This design comes from an exercise in tuning for small area on the open sky130 flow, not from production work. The RTL was checked by simulation tests, not by an equivalence proof against the original design. Power figures rest on the tool's default switching activity, not on a simulated workload.

**flow/design.v**
```verilog
module t1c_riscv_cpu(
    input clk,
    input rst,
    output [31:0] imem_addr,
    input  [31:0] imem_rdata,
    output [31:0] dmem_addr,
    output [31:0] dmem_wdata,
    output [3:0]  dmem_wstrb,
    output        dmem_re,
    input  [31:0] dmem_rdata,
    output        wb_we,
    output [4:0]  wb_rd,
    output [31:0] wb_data
);
    localparam [3:0] C_NONE  = 4'd0,
                     C_LOAD  = 4'd1,
                     C_STORE = 4'd2,
                     C_BR    = 4'd3,
                     C_R     = 4'd4,
                     C_I     = 4'd5,
                     C_LUI   = 4'd6,
                     C_AUIPC = 4'd7,
                     C_JAL   = 4'd8,
                     C_JALR  = 4'd9,
                     C_CSR   = 4'd10;
    reg  [31:1] pc;
    wire        take;             
    wire [31:1] target;           
    assign imem_addr = {pc, 1'b0};
    always @(posedge clk or posedge rst)
        if (rst) pc <= 31'd0;
        else     pc <= target;
    reg [3:0] fclass;
    always @(*) begin
        case (imem_rdata[6:0])
            7'b0000011: fclass = C_LOAD;
            7'b0100011: fclass = C_STORE;
            7'b1100011: fclass = C_BR;
            7'b0110011: fclass = C_R;
            7'b0010011: fclass = C_I;
            7'b0110111: fclass = C_LUI;
            7'b0010111: fclass = C_AUIPC;
            7'b1101111: fclass = C_JAL;
            7'b1100111: fclass = C_JALR;
            7'b1110011: fclass = C_CSR;
            default:    fclass = C_NONE;
        endcase
    end
    reg [3:0]  dclass;
    reg [31:7] dinstr;
    always @(posedge clk or posedge rst)
        if (rst)       dclass <= C_NONE;
        else if (take) dclass <= C_NONE;
        else           dclass <= fclass;
    always @(posedge clk) dinstr <= imem_rdata[31:7];
    reg [3:0]  eclass;
    reg [31:7] ei;
    always @(posedge clk or posedge rst)
        if (rst)       eclass <= C_NONE;
        else if (take) eclass <= C_NONE;
        else           eclass <= dclass;
    always @(posedge clk) ei <= dinstr;
    wire e_load  = eclass == C_LOAD;
    wire e_store = eclass == C_STORE;
    wire e_br    = eclass == C_BR;
    wire e_r     = eclass == C_R;
    wire e_i     = eclass == C_I;
    wire e_lui   = eclass == C_LUI;
    wire e_auipc = eclass == C_AUIPC;
    wire e_jal   = eclass == C_JAL;
    wire e_jalr  = eclass == C_JALR;
    wire e_csr   = eclass == C_CSR;
    wire [4:0] e_rd  = ei[11:7];
    wire [2:0] e_f3  = ei[14:12];
    wire [4:0] e_rs1 = ei[19:15];
    wire [4:0] e_rs2 = ei[24:20];
    wire e_wr = (e_load | e_r | e_i | e_lui | e_auipc | e_jal | e_jalr | e_csr) & (e_rd != 5'd0);
    reg  [31:0] m_res, m_wd;
    reg  [4:0]  m_rd;
    reg  [2:0]  m_f3;
    reg         m_wr, m_ld, m_st;
    reg  [31:0] w_res;
    reg  [4:0]  w_rd;
    reg         w_wr;
    wire [11:0] csr_addr = ei[31:20];
    reg  [19:0] csr_sel;
    always @(*) begin
        csr_sel = 20'd0;
        case (csr_addr)
            12'h7E0: csr_sel[0]  = 1'b1;
            12'h7E1: csr_sel[1]  = 1'b1;
            12'h7E2: csr_sel[2]  = 1'b1;
            12'h7E3: csr_sel[3]  = 1'b1;
            12'h7E4: csr_sel[4]  = 1'b1;
            12'h7F0: csr_sel[5]  = 1'b1;
            12'h7F1: csr_sel[6]  = 1'b1;
            12'h7F2: csr_sel[7]  = 1'b1;
            12'h7F3: csr_sel[8]  = 1'b1;
            12'h7F4: csr_sel[9]  = 1'b1;
            12'h800: csr_sel[10] = 1'b1;
            12'h801: csr_sel[11] = 1'b1;
            12'h802: csr_sel[12] = 1'b1;
            12'h803: csr_sel[13] = 1'b1;
            12'h804: csr_sel[14] = 1'b1;
            12'h900: csr_sel[15] = 1'b1;
            12'h901: csr_sel[16] = 1'b1;
            12'h902: csr_sel[17] = 1'b1;
            12'h903: csr_sel[18] = 1'b1;
            12'h904: csr_sel[19] = 1'b1;
            default: ;
        endcase
    end
    reg  [19:0] csr_v;
    wire [31:0] lu;                  
    always @(posedge clk or posedge rst)
        if (rst)        csr_v <= 20'd0;
        else if (e_csr) csr_v <= csr_v | csr_sel;
    wire [639:0] csrq;
    genvar g;
    generate
        for (g = 0; g < 20; g = g + 1) begin : csrs
            reg  [31:0] q;
            wire [31:0] nq;
            wire        we = e_csr & csr_sel[g];
            hold_mux hm (.d(lu), .q(q), .we(we), .wen(~we), .y(nq));
            always @(posedge clk) q <= nq;
            assign csrq[g*32 +: 32] = q;
        end
    endgenerate
    wire zsel = e_csr & e_f3[2];
    wire fa_m = m_wr & (m_rd == e_rs1);
    wire fa_w = w_wr & (w_rd == e_rs1);
    wire fb_m = m_wr & (m_rd == e_rs2);
    wire fb_w = w_wr & (w_rd == e_rs2);
    wire ra_rf = ~zsel & ~fa_m & ~fa_w;
    wire rb_rf = ~e_csr & ~fb_m & ~fb_w;
    wire [30:0]  sela, selb;
    wire [991:0] rfq;
    generate
        for (g = 1; g < 32; g = g + 1) begin : rf
            reg  [31:0] q;
            wire [31:0] nq;
            wire        we = w_wr & (w_rd == g);
            hold_mux hm (.d(w_res), .q(q), .we(we), .wen(~we), .y(nq));
            always @(posedge clk) q <= nq;
            assign rfq[(g-1)*32 +: 32] = q;
            assign sela[g-1] = ra_rf & (e_rs1 == g);
            assign selb[g-1] = rb_rf & (e_rs2 == g);
        end
    endgenerate
    wire [31:0] rda, srcb;
    sel_or #(.N(33)) rd_a (
        .d({w_res, m_res, rfq}),
        .sel({~zsel & ~fa_m & fa_w, ~zsel & fa_m, sela}),
        .y(rda));
    sel_or #(.N(53)) rd_b (
        .d({csrq, w_res, m_res, rfq}),
        .sel({csr_sel & csr_v & {20{e_csr}}, ~e_csr & ~fb_m & fb_w, ~e_csr & fb_m, selb}),
        .y(srcb));
    wire [31:0] srca = {rda[31:5], rda[4:0] | ({5{zsel}} & e_rs1)};
    wire [31:0] imm_i = {{21{ei[31]}}, ei[30:20]};
    wire [31:0] imm_s = {{21{ei[31]}}, ei[30:25], ei[11:7]};
    wire [31:0] imm_b = {{20{ei[31]}}, ei[7], ei[30:25], ei[11:8], 1'b0};
    wire [31:0] imm_j = {{12{ei[31]}}, ei[19:12], ei[20], ei[30:21], 1'b0};
    wire [31:0] imm_u = {ei[31:12], 12'b0};
    wire [31:0] alu_imm = e_store ? imm_s : imm_i;
    wire [31:0] nopb;
    mux2iw #(.W(32)) opb_mux (.a(alu_imm), .b(srcb), .s(e_r | e_br | e_csr), .y(nopb));
    wire [31:0] opb = ~nopb;
    wire e_alu = e_r | e_i;
    wire        is_sub = e_br | (e_alu & ((e_f3 == 3'b000 & e_r & ei[30]) | (e_f3[2:1] == 2'b01)));
    wire [32:0] sum    = {1'b0, srca} + {1'b0, opb ^ {32{is_sub}}} + {32'd0, is_sub};
    wire        ltu    = ~sum[32];
    wire        lts    = (srca[31] ^ opb[31]) ? srca[31] : sum[31];
    reg lt1, lt2, lt3;
    always @(*) begin
        if (e_csr)
            case (e_f3[1:0])
                2'b01:   {lt1, lt2, lt3} = 3'b011;
                2'b10:   {lt1, lt2, lt3} = 3'b111;
                2'b11:   {lt1, lt2, lt3} = 3'b100;
                default: {lt1, lt2, lt3} = 3'b101;
            endcase
        else
            case (e_f3[1:0])
                2'b10:   {lt1, lt2, lt3} = 3'b111;
                2'b11:   {lt1, lt2, lt3} = 3'b001;
                default: {lt1, lt2, lt3} = 3'b110;
            endcase
    end
    assign lu = (~srca & opb & {32{lt1}}) | (srca & ~opb & {32{lt2}}) | (srca & opb & {32{lt3}});
    wire eq = ~|lu;
    wire        sh_left = ~e_f3[2];
    wire [31:0] srca_rev;
    wire [31:0] sh0, sh1, sh2, sh3, sh4, sh5;
    genvar b;
    generate
        for (b = 0; b < 32; b = b + 1) begin : rev
            assign srca_rev[b] = srca[31-b];
        end
    endgenerate
    wire sh_fill = ei[30] & srca[31] & ~sh_left;
    wire nfill = ~sh_fill;
    mux2iw #(.W(32)) sh_m0 (.a(srca), .b(srca_rev), .s(sh_left), .y(sh0));
    mux2iw #(.W(32)) sh_m1 (.a(sh0), .b({nfill, sh0[31:1]}),            .s(opb[0]), .y(sh1));
    mux2iw #(.W(32)) sh_m2 (.a(sh1), .b({{2{sh_fill}}, sh1[31:2]}),     .s(opb[1]), .y(sh2));
    mux2iw #(.W(32)) sh_m3 (.a(sh2), .b({{4{nfill}}, sh2[31:4]}),       .s(opb[2]), .y(sh3));
    mux2iw #(.W(32)) sh_m4 (.a(sh3), .b({{8{sh_fill}}, sh3[31:8]}),     .s(opb[3]), .y(sh4));
    mux2iw #(.W(32)) sh_m5 (.a(sh4), .b({{16{nfill}}, sh4[31:16]}),     .s(opb[4]), .y(sh5));
    wire [31:0] shl;
    generate
        for (b = 0; b < 32; b = b + 1) begin : revo
            assign shl[b] = sh5[31-b];
        end
    endgenerate
    reg cond;
    always @(*)
        case (e_f3)
            3'b000:  cond = eq;
            3'b001:  cond = ~eq;
            3'b100:  cond = lts;
            3'b101:  cond = ~lts;
            3'b110:  cond = ltu;
            3'b111:  cond = ~ltu;
            default: cond = 1'b0;
        endcase
    assign take = e_jal | e_jalr | (e_br & cond);
    wire [31:1] pc_e  = {pc[31:3] - 29'd1, pc[2:1]};
    wire [31:0] tgt_imm = e_br ? imm_b : e_jal ? imm_j : imm_u;
    wire [31:0] tgt     = ({32{~e_lui}} & {pc_e, 1'b0}) + tgt_imm;
    wire [31:0] next_pc;
    sel_or #(.N(3)) pc_mux (
        .d({pc + 31'd2, 1'b0, tgt, sum[31:0]}),
        .sel({~take, take & ~e_jalr, e_jalr}),
        .y(next_pc));
    assign target = next_pc[31:1];
    wire r_lu   = e_alu & (e_f3 == 3'b100 | e_f3[2:1] == 2'b11);
    wire r_shr  = e_alu & (e_f3 == 3'b101);
    wire r_shl  = e_alu & (e_f3 == 3'b001);
    wire r_tgt  = e_lui | e_auipc;
    wire r_link = e_jal | e_jalr;
    wire r_sum  = ~(r_lu | r_shr | r_shl | r_tgt | r_link | e_csr | (e_alu & e_f3[2:1] == 2'b01));
    wire [31:0] res_w;
    sel_or #(.N(8)) res_mux (
        .d({srcb, pc[31:3], 1'b0, pc[1], 1'b0, pc_e[31:3], 1'b1, pc[1], 1'b0,
            tgt, shl, sh5, lu, sum[31:0]}),
        .sel({e_csr, r_link & pc[2], r_link & ~pc[2], r_tgt, r_shl, r_shr, r_lu, r_sum}),
        .y(res_w));
    wire slt = e_alu & (e_f3[2:1] == 2'b01) & (e_f3[0] ? ltu : lts);
    wire [31:0] e_res = {res_w[31:1], res_w[0] | slt};
    always @(posedge clk or posedge rst)
        if (rst) begin
            m_wr <= 1'b0;
            m_ld <= 1'b0;
            m_st <= 1'b0;
        end else begin
            m_wr <= e_wr;
            m_ld <= e_load;
            m_st <= e_store;
        end
    always @(posedge clk) begin
        m_res <= e_res;
        m_wd  <= srcb;
        m_rd  <= e_rd;
        m_f3  <= e_f3;
    end
    assign dmem_addr = m_res;
    assign dmem_re   = m_ld;
    wire [1:0] ma = m_res[1:0];
    reg  [3:0] wstrb;
    always @(*) begin
        wstrb = 4'b0000;
        if (m_st)
            case (m_f3)
                3'b000:  wstrb = 4'b0001 << ma;
                3'b001:  wstrb = (ma == 2'b00) ? 4'b0011 : (ma == 2'b10) ? 4'b1100 : 4'b0000;
                3'b010:  wstrb = 4'b1111;
                default: wstrb = 4'b0000;
            endcase
    end
    assign dmem_wstrb = wstrb;
    assign dmem_wdata[7:0]   = m_wd[7:0];
    assign dmem_wdata[15:8]  = (m_f3[1:0] == 2'b00) ? m_wd[7:0] : m_wd[15:8];
    assign dmem_wdata[23:16] = m_f3[1] ? m_wd[23:16] : m_wd[7:0];
    assign dmem_wdata[31:24] = m_f3[1] ? m_wd[31:24] : m_f3[0] ? m_wd[15:8] : m_wd[7:0];
    reg [31:0] ld;
    reg [7:0]  lb;
    reg [15:0] lh;
    always @(*) begin
        case (ma)
            2'b00: lb = dmem_rdata[7:0];
            2'b01: lb = dmem_rdata[15:8];
            2'b10: lb = dmem_rdata[23:16];
            default: lb = dmem_rdata[31:24];
        endcase
        lh = ma[1] ? dmem_rdata[31:16] : dmem_rdata[15:0];
        case (m_f3)
            3'b000:  ld = {{24{lb[7]}}, lb};
            3'b100:  ld = {24'd0, lb};
            3'b010:  ld = dmem_rdata;
            3'b001:  ld = ma[0] ? 32'd0 : {{16{lh[15]}}, lh};
            3'b101:  ld = ma[0] ? 32'd0 : {16'd0, lh};
            default: ld = 32'd0;
        endcase
    end
    always @(posedge clk or posedge rst)
        if (rst) w_wr <= 1'b0;
        else     w_wr <= m_wr;
    always @(posedge clk) begin
        w_res <= m_ld ? ld : m_res;
        w_rd  <= m_rd;
    end
    assign wb_we   = w_wr;
    assign wb_rd   = w_rd;
    assign wb_data = w_res;
endmodule
module sel_or #(parameter N = 2) (
    input  [N*32-1:0] d,
    input  [N-1:0]    sel,
    output [31:0]     y
);
    localparam G3 = N / 3;
    localparam R  = N - 3 * G3;
    localparam G  = G3 + R;
    localparam H  = (G + 3) / 4;        
    localparam L2 = (H + 2) / 3;        
    genvar i, k;
    generate
        for (i = 0; i < 32; i = i + 1) begin : gb
            wire [G-1:0] lo;
            for (k = 0; k < G; k = k + 1) begin : ga
                localparam W = (k < G3) ? 3 : 1;
                localparam B = (k < G3) ? 3 * k : 3 * G3 + (k - G3);
                wire [W-1:0] dd, ss;
                genvar j;
                for (j = 0; j < W; j = j + 1) begin : gj
                    assign dd[j] = d[(B+j)*32 + i];
                    assign ss[j] = sel[B+j];
                end
                aoi_n #(.W(W)) u (.a(dd), .b(ss), .y(lo[k]));
            end
            if (H == 1) begin : h1
                nand_n #(.W(G)) u (.a(lo), .y(y[i]));
            end else begin : hn
                wire [H-1:0] hi;
                for (k = 0; k < H; k = k + 1) begin : gn
                    localparam W = (4 * k + 4 <= G) ? 4 : G - 4 * k;
                    nand_n #(.W(W)) u (.a(lo[4*k +: W]), .y(hi[k]));
                end
                if (H <= 4) begin : h4
                    or_n #(.W(H)) u (.a(hi), .y(y[i]));
                end else begin : h9
                    wire [L2-1:0] l2;
                    for (k = 0; k < L2; k = k + 1) begin : gr
                        localparam W = (3 * k + 3 <= H) ? 3 : H - 3 * k;
                        nor_n #(.W(W)) u (.a(hi[3*k +: W]), .y(l2[k]));
                    end
                    nand_n #(.W(L2)) u (.a(l2), .y(y[i]));
                end
            end
        end
    endgenerate
endmodule
module aoi_n #(parameter W = 3) (
    input  [W-1:0] a, b,
    output         y
);
    assign y = ~|(a & b);
endmodule
module nand_n #(parameter W = 4) (
    input  [W-1:0] a,
    output         y
);
    assign y = ~&a;
endmodule
module nor_n #(parameter W = 4) (
    input  [W-1:0] a,
    output         y
);
    assign y = ~|a;
endmodule
module or_n #(parameter W = 4) (
    input  [W-1:0] a,
    output         y
);
    assign y = |a;
endmodule
module mux2w #(parameter W = 32) (
    input  [W-1:0] a, b,
    input          s,
    output [W-1:0] y
);
    assign y = s ? b : a;
endmodule
module mux2iw #(parameter W = 32) (
    input  [W-1:0] a, b,
    input          s,
    output [W-1:0] y
);
    assign y = ~(s ? b : a);
endmodule
module hold_mux #(parameter W = 32) (
    input  [W-1:0] d, q,
    input          we, wen,
    output [W-1:0] y
);
    assign y = (d & {W{we}}) | (q & {W{wen}});
endmodule
```
**flow/run.sh**
```bash
#!/bin/bash
# synth_recipe.tcl (not shown) runs the flow's synth.tcl, then flattens the netlist and writes it again
# the make line also repeats each setting of config.mk as NAME=value (left out here)
make -C /OpenROAD-flow-scripts/flow DESIGN_CONFIG=/design/flow/config.mk WORK_HOME=/design/flow/orfs CLKGATE_MAP_FILE= SYNTH_SCRIPT=/design/flow/synth_recipe.tcl finish
```
**flow/config.mk**
```make
export PLATFORM = sky130hd
export DESIGN_NAME = t1c_riscv_cpu
export DESIGN_NICKNAME = t1c_riscv_cpu
export VERILOG_FILES = /design/flow/design.v
export SDC_FILE = /design/flow/constraint.sdc
export NUM_CORES = 4
export LEC_CHECK = 0
export CAP_MARGIN = 20
export CORE_MARGIN = 2
export CORE_UTILIZATION = 45
export CTS_BUF_LIST = sky130_fd_sc_hd__clkbuf_16
export CTS_CLUSTER_DIAMETER = 100
export CTS_CLUSTER_SIZE = 20
export SLEW_MARGIN = 20
export SYNTH_HIERARCHICAL = 1
```
**flow/constraint.sdc**
```tcl
create_clock -name core_clock -period 10.0 [get_ports {clk}]
set_input_delay 2.0000 -clock core_clock [delete_from_list [all_inputs] [get_ports {clk}]]
set_output_delay 2.0000 -clock core_clock [all_outputs]
set_load 0.01 [all_outputs]
```
==> results.json, run 1 <==
{
  "post_cts_buffers": 0,
  "num-nets-final": 7534,
  "grt_pass1_vias": 68729,
  "fin_util": 0.491,
  "fin_crit_ns": 9.68,
  "hp-class": "reg -> reg",
  "max_stage_delay_ns": 0.97,
  "cts_tree": "yes",
  "cts_max_path_buffers": 3,
  "finalMaxSlewViolations": 0,
  "max_cap_viol_count": 0,
  "post-dp-hpwl_mm": 265,
  "rsz0062_at_grt": "false",
  "syn-cell-area_um2": 80900,
  "floorplan.initialDensity": 0.453,
  "route.detailed.drc": 0,
  "grt_usage": 0.410,
  "ant_nets": 0,
  "firstDrtPassIters": 22,
  "hold_violations": 0,
  "grt_max_degree": 54,
  "crit_buf_inv": 3,
  "syn_to_final_growth_pct": 8.50,
  "r2r_slack_ns": 0.32,
  "ir_drop_uv": 142,
  "skew_ns": 0.0518,
  "drive_gt1_frac": 0.110,
  "coreArea_um2": 179000,
  "routed_via_density": 7.74,
  "die-height_um": 428,
  "grt_antenna_before_repair": 46,
  "start_kind": "flip-flop",
  "grt_pass1_wl_mm": 548,
  "cp_top_family": "simple AND/OR/NAND/NOR gates",
  "placed_cell_area_um2": 84800,
  "cts-buffers-inserted": 104,
  "ctsHoldBuffers": 0,
  "cp_cell_sequence": "nand4bb_1 -> o21ai_0 -> nor3_2 -> nand3_1 -> nor2_4 -> buf_4 -> a222oi_1 -> nand4_1 -> or3_1 -> a21o_1 -> ha_1 -> o21a_1 -> o31a_1 -> o22a_1 -> o211a_1 -> nor3_1 -> a211oi_1 -> nor3_1 -> a31oi_4 -> o21bai_2 -> buf_4 -> a222oi_1 -> inv_1",
  "final_common_cell": "dfxtp_1",
  "portBuffers": 203,
  "ctsResizeCount": 0,
  "cp_max_fo": 31,
  "crit_path_top_delay_cell": "nor2_4",
  "clock-sinks": 1854,
  "vias": 75721,
  "required_ns": 10.69,
  "die_w_um": 428,
  "layout_common_cells": "dfxtp_1 (1,769), a22o_1 (1,530), a222oi_1 (991)",
  "power_density_nw_per_um2": 190,
  "tightest_slew_ns": 1.42,
  "rows": 155,
  "tns_ns": 0,
  "clkTransAtPathRegs_ns": 0.08,
  "syn_avg_cell_area_um2": 11.2,
  "cts_root_buf": "clkbuf_16",
  "slew_headroom": 0.0446,
  "drtIter0Drc": 20192,
  "fin_ws_ns": 0.317,
  "dieArea_um2": 183000,
  "fin_crit_sh": 0.968,
  "num_io_pins": 205,
  "timing.fmax_mhz": 103,
  "syn-instance-count": 7193,
  "gp_congestion": 1.03,
  "h-tree-depth": 3,
  "pre_cts_slack_ns": 0.936,
  "drt_wl_total_mm": 399,
  "leakage_nw": 33.7,
  "design_area_um2": 87800,
  "ys_warn_count": 7,
  "grt_overflow": 0,
  "worst_setup_path_end_kind": "flip-flop",
  "setup_viol": 0,
  "arrival_ns": 10.37,
  "critPathKind": "reg -> reg",
  "outcome": "no timing/DRC/antenna violations",
  "clk-insertion-delay-late_ns": 0.83,
  "routedWlPerCell_um": 40.7
}
## per-layer routing
layer  share of wire  wire length (um)  vias up  GRT usage
met1            0.37            149000    37433      0.540
met2            0.39            157000     6471      0.564
met3            0.15             59100     1204      0.140
li1                -                 -    30579          -
met5          0.0011               445        -    0.00885
met4           0.082             32600       34      0.272
## worst paths after layout
check | start | endpoint | depth (start not counted)
max reg2reg | eclass[2] | pc[3] | 23
min reg2reg | dinstr[22] | ei[22] | 0
max in group asynchronous | rst | m_ld | 3
min | dinstr[22] | ei[22] | 0
max | eclass[2] | pc[3] | 23
min in group asynchronous | rst | pc[26] | 2
## through the flow
stage	power (W)	instances	hold WS (ns)
finish	0.0166	9785	0.325
global route	0.0170	9773	0.333
CTS	0.0164	9771	0.327
detailed placement	0.0120	9641	0.312
global placement	0.0119	9639	0.310
floorplan	0.0101	7197	0.310
## report_power, final
group / internal (W) / total (W) / switching (W)
sequential: 0.00785 / 0.00857 / 0.000715
clock: 0.00196 / 0.00461 / 0.00266
combinational: 0.00117 / 0.00346 / 0.00229
## worst register-to-register path, cell delays in order, from the launching register on
cell and delay [ns]:
dfrtp_1 0.62, nand4bb_1 0.78, o21ai_0 0.40, nor3_2 0.81, nand3_1 0.76, nor2_4 0.98
buf_4 0.39, a222oi_1 0.14, nand4_1 0.59, or3_1 0.30, a21o_1 0.27, ha_1 0.34
o21a_1 0.19, o31a_1 0.15, o22a_1 0.30, o211a_1 0.26, nor3_1 0.56, a211oi_1 0.15
nor3_1 0.34, a31oi_4 0.31, o21bai_2 0.30, buf_4 0.25, a222oi_1 0.30, inv_1 0.07
## state kept, by name, indices dropped and copies added (netlist names)
register	cells
dclass	4
w_rd	5
w_wr	1
dinstr	25
rf.q	992
csrs.q	640
m_wd	32
m_res	32
pc	31
m_ld	1
csr_v	20
w_res	32
ei	25
eclass	4
m_rd	5
m_f3	3
m_wr	1
m_st	1
## final cells by class
type | instances | area, um^2
multi-input combinational | 4752 | 39300
clock inverter | 25 | 288
tap | 2355 | 2950
antenna | 13 | 32.5
timing repair buffer | 531 | 4580
sequential | 1854 | 37500
fill | 16132 | 90800
inverter | 150 | 567
clock buffer | 105 | 2630
==> run 2: changes to the inputs <==
--- a/flow/design.v
+++ b/flow/design.v
@@ -323,7 +323,6 @@
     localparam R  = N - 3 * G3;
     localparam G  = G3 + R;
     localparam H  = (G + 3) / 4;        
-    localparam L2 = (H + 2) / 3;        
     genvar i, k;
     generate
         for (i = 0; i < 32; i = i + 1) begin : gb
@@ -349,13 +348,15 @@
                 end
                 if (H <= 4) begin : h4
                     or_n #(.W(H)) u (.a(hi), .y(y[i]));
-                end else begin : h9
-                    wire [L2-1:0] l2;
-                    for (k = 0; k < L2; k = k + 1) begin : gr
-                        localparam W = (3 * k + 3 <= H) ? 3 : H - 3 * k;
-                        nor_n #(.W(W)) u (.a(hi[3*k +: W]), .y(l2[k]));
+                end else begin : h8
+                    wire [1:0] h2;
+                    or_n #(.W(4)) u0 (.a(hi[3:0]), .y(h2[0]));
+                    if (H == 5) begin : h5
+                        assign h2[1] = hi[4];
+                    end else begin : h6
+                        or_n #(.W(H-4)) u1 (.a(hi[H-1:4]), .y(h2[1]));
                     end
-                    nand_n #(.W(L2)) u (.a(l2), .y(y[i]));
+                    or_n #(.W(2)) u (.a(h2), .y(y[i]));
                 end
             end
         end
@@ -373,25 +374,12 @@
 );
     assign y = ~&a;
 endmodule
-module nor_n #(parameter W = 4) (
-    input  [W-1:0] a,
-    output         y
-);
-    assign y = ~|a;
-endmodule
 module or_n #(parameter W = 4) (
     input  [W-1:0] a,
     output         y
 );
     assign y = |a;
 endmodule
-module mux2w #(parameter W = 32) (
-    input  [W-1:0] a, b,
-    input          s,
-    output [W-1:0] y
-);
-    assign y = s ? b : a;
-endmodule
 module mux2iw #(parameter W = 32) (
     input  [W-1:0] a, b,
     input          s,
==> flow/flow/run.sh (new file) <==
#!/bin/bash
# The standard layout (standard.sh) with two changes:
#  - the buffers placed on the input and output ports are the smallest
#    buffer, sky130_fd_sc_hd__buf_1, rather than clkdlybuf4s50_1;
#  - clock tree synthesis inserts no dummy loads, with leaf clusters of up
#    to 20 sinks within 100 um, built from clkbuf_16.
# make's full output goes to flow.log here; each ORFS step keeps its own log
# under orfs/logs.
set -euo pipefail
bash standard.sh \
  "BUFFER_PORTS_ARGS=-buffer_cell sky130_fd_sc_hd__buf_1" \
  "CTS_ARGS=-sink_clustering_enable -repair_clock_nets -sink_clustering_size 20 -sink_clustering_max_diameter 100 -buf_list sky130_fd_sc_hd__clkbuf_16 -dont_use_dummy_load" \
  finish > flow.log 2>&1
==> flow/standard.sh (new file) <==
#!/bin/bash
# synth_recipe.tcl (not shown) runs the flow's synth.tcl, then flattens the netlist and writes it again
# the make line also repeats each setting of config.mk as NAME=value (left out here)
make -C /OpenROAD-flow-scripts/flow DESIGN_CONFIG=/design/flow/config.mk WORK_HOME=/design/flow/orfs CLKGATE_MAP_FILE= SYNTH_SCRIPT=/design/flow/synth_recipe.tcl "${@:-finish}"
--- a/flow/config.mk
+++ b/flow/config.mk
@@ -7,9 +7,6 @@
 export LEC_CHECK = 0
 export CAP_MARGIN = 20
 export CORE_MARGIN = 2
-export CORE_UTILIZATION = 45
-export CTS_BUF_LIST = sky130_fd_sc_hd__clkbuf_16
-export CTS_CLUSTER_DIAMETER = 100
-export CTS_CLUSTER_SIZE = 20
+export CORE_UTILIZATION = 40
 export SLEW_MARGIN = 20
 export SYNTH_HIERARCHICAL = 1
removed: flow/run.sh
==> run 2 against run 1 <==
Cell count rose by 2.7%. Global-route usage decreased by 4.2 points. Setup slack improved by 0.065 ns. Clock power decreased by 4%. Register-to-register slack better by 0.06 ns. Flip-flop and latch count unchanged. Die area is 12% higher. Clock-buffer cell count up 1. Sequential power fell by 0.7%. Highest routed layer unchanged. Wire length increased by 0.36%. Sequential share of layout area grew 0.62 points. First-iteration DRC count fell by 2.6%.
==> results.json, run 2 <==
{
  "drtIter0Drc": 19677,
  "die-height_um": 453,
  "clk-insertion-delay-late_ns": 0.84,
  "ctsResizeCount": 0,
  "post-dp-hpwl_mm": 263,
  "grt_overflow": 0,
  "max_cap_viol_count": 0,
  "tns_ns": 0,
  "fin_cells": 10047,
  "drt_wl_total_mm": 400,
  "syn-cell-area_um2": 80800,
  "largest_register_ffs": 992,
  "cts-buffers-inserted": 106,
  "leakage_nw": 33.1,
  "power_density_nw_per_um2": 188,
  "timing.fmax_mhz": 104,
  "clkTransAtPathRegs_ns": 0.08,
  "post_cts_buffers": 0,
  "setup_viol": 0,
  "route.detailed.drc": 0,
  "fin_crit_ns": 9.62,
  "registers.top_by_ff_count": "rf.q",
  "fin_crit_sh": 0.962,
  "required_ns": 10.68,
  "cts_max_path_buffers": 3,
  "grt_pass1_wl_mm": 548,
  "routed_via_density": 7.55,
  "largestRegisters": "rf.q: 992 flops, csrs.q: 640 flops",
  "drive_gt1_frac": 0.104,
  "cts_tree": "yes",
  "h-tree-depth": 3,
  "vias": 75890,
  "rsz0062_at_grt": "false",
  "clock-sinks": 1854,
  "cp_max_fo": 32,
  "dp_cells": 9909,
  "ant_nets": 0,
  "slew_headroom": 0.106,
  "ir_drop_uv": 153,
  "syn-instance-count": 7161,
  "floorplan.initialDensity": 0.403,
  "finalMaxSlewViolations": 0,
  "grt_max_degree": 64,
  "start_kind": "flip-flop",
  "die_w_um": 453,
  "grt_antenna_before_repair": 50,
  "hp-class": "reg -> reg",
  "syn_to_final_growth_pct": 7.08,
  "coreArea_um2": 200000,
  "outcome": "no timing/DRC/antenna violations",
  "n_fill_cell": 18909,
  "rows": 164,
  "num-nets-final": 7504,
  "grt_pass1_vias": 68471,
  "worst_setup_path_end_kind": "flip-flop",
  "layout_common_cells": "dfxtp_1 (1,772), a22o_1 (1,530), a222oi_1 (991)",
  "gp_congestion": 1.05,
  "dieArea_um2": 206000,
  "syn_avg_cell_area_um2": 11.3,
  "cts_root_buf": "clkbuf_16",
  "tightest_slew_ns": 1.33,
  "firstDrtPassIters": 23,
  "arrival_ns": 10.30,
  "final_common_cell": "dfxtp_1",
  "hold_violations": 0,
  "portBuffers": 203,
  "routedWlPerCell_um": 39.8,
  "num_io_pins": 205,
  "ctsHoldBuffers": 0,
  "critPathKind": "reg -> reg",
  "ys_warn_count": 7,
  "total_power_w": 0.0163,
  "skew_ns": 0.110,
  "grt_usage": 0.368
}
## run 2: power by group
part	internal (W)	total (W)	switching, W
Clock	0.00187	0.00443	0.00256
Combinational	0.000998	0.00333	0.00233
Sequential	0.00785	0.00851	0.000663
## run 2: final timing paths
check / startpoint / endpoint / slack [ns] / depth (start not counted)
max: eclass[2] / pc[23] / 0.38 / 22
min: dinstr[16] / ei[16] / 0.33 / 0
max reg2reg: eclass[2] / pc[23] / 0.38 / 22
min reg2reg: dinstr[16] / ei[16] / 0.33 / 0
max in group asynchronous: rst / w_wr / 7.77 / 3
min in group asynchronous: rst / csr_v[15] / 1.55 / 3
## run 2: layout make-up
class / instances / area, um^2 / share of cell area
Multi-Input combinational cell: 4720 / 39100 / 0.452
Sequential cell: 1854 / 37500 / 0.433
Tap cell: 2656 / 3320 / 0.0384
Timing Repair Buffer: 531 / 3290 / 0.0380
Clock buffer: 106 / 2650 / 0.0307
Inverter: 150 / 567 / 0.00655
Antenna cell: 30 / 75.1 / 0.000868
## run 2: through the flow
| step | worst slack (ns) | instance area (um^2) | hold WS [ns] | util |
|---|---|---|---|---|
| after floorplan | 2.38 | 80800 | 0.310 | - |
| after global placement | 1.30 | 83700 | 0.311 | 0.418 |
| after detailed placement | 1.11 | 83700 | 0.313 | 0.418 |
| after CTS | 1.05 | 86400 | 0.332 | 0.431 |
| after global routing | 0.501 | 86500 | 0.337 | 0.432 |
| final | 0.382 | 86500 | 0.331 | 0.432 |
## run 2: layer usage
| layer | wire [um] | share of wire | track usage |
|---|---|---|---|
| met4 | 37500 | 0.094 | 0.282 |
| met3 | 58100 | 0.15 | 0.125 |
| met2 | 158000 | 0.40 | 0.509 |
| met1 | 146000 | 0.36 | 0.468 |
| met5 | 336 | 0.00084 | 0.00793 |
## run 2: worst max-delay path, stage by stage, from the launching register on
cell	delay, ns
dfrtp_1	0.56
nand4bb_1	0.82
and3_1	0.46
nand4b_1	0.60
nor2_4	0.41
a222oi_1	0.71
nand4_1	0.38
or4_1	0.79
or2_1	0.32
mux2i_1	0.47
xnor2_1	0.17
ha_1	0.28
a211o_1	0.32
or3b_2	0.48
o211a_1	0.23
nor3_1	0.65
a211oi_1	0.17
nor3_1	0.38
a31oi_4	0.29
o21bai_2	0.28
buf_4	0.24
a222oi_1	0.30
inv_1	0.08

==> port drivers added, routing unchanged <==
The flow's constraints put no driver on any port. The routed layouts listed below were extracted and timed again, unchanged, in two steps. Step 1, drivers: a clkbuf_16 drives clk and a buf_2 each remaining input, both assumed. Step 2, shift: input delay + t, output delay - t, t = (earliest + latest rising clock arrival at the registers) / 2. This alone moves slack from input paths to output paths. Slacks: ideal ports / drivers / drivers and shift; pairs: ideal ports / drivers.
| run | shift t [ns] | setup WS [ns] | worst hold slack (ns) | worst setup path after step 2 | cell pins on the clock port's net |
|---|---|---|---|---|---|
| run 1 | 0.893 | 0.317 / 0.317 / 0.317 | 0.325 / 0.325 / 0.325 | register to register | 1 |
| run 2 | 0.886 | 0.382 / 0.382 / 0.382 | 0.331 / 0.331 / 0.331 | register to register | 1 |
After both steps every run listed still meets setup and hold.
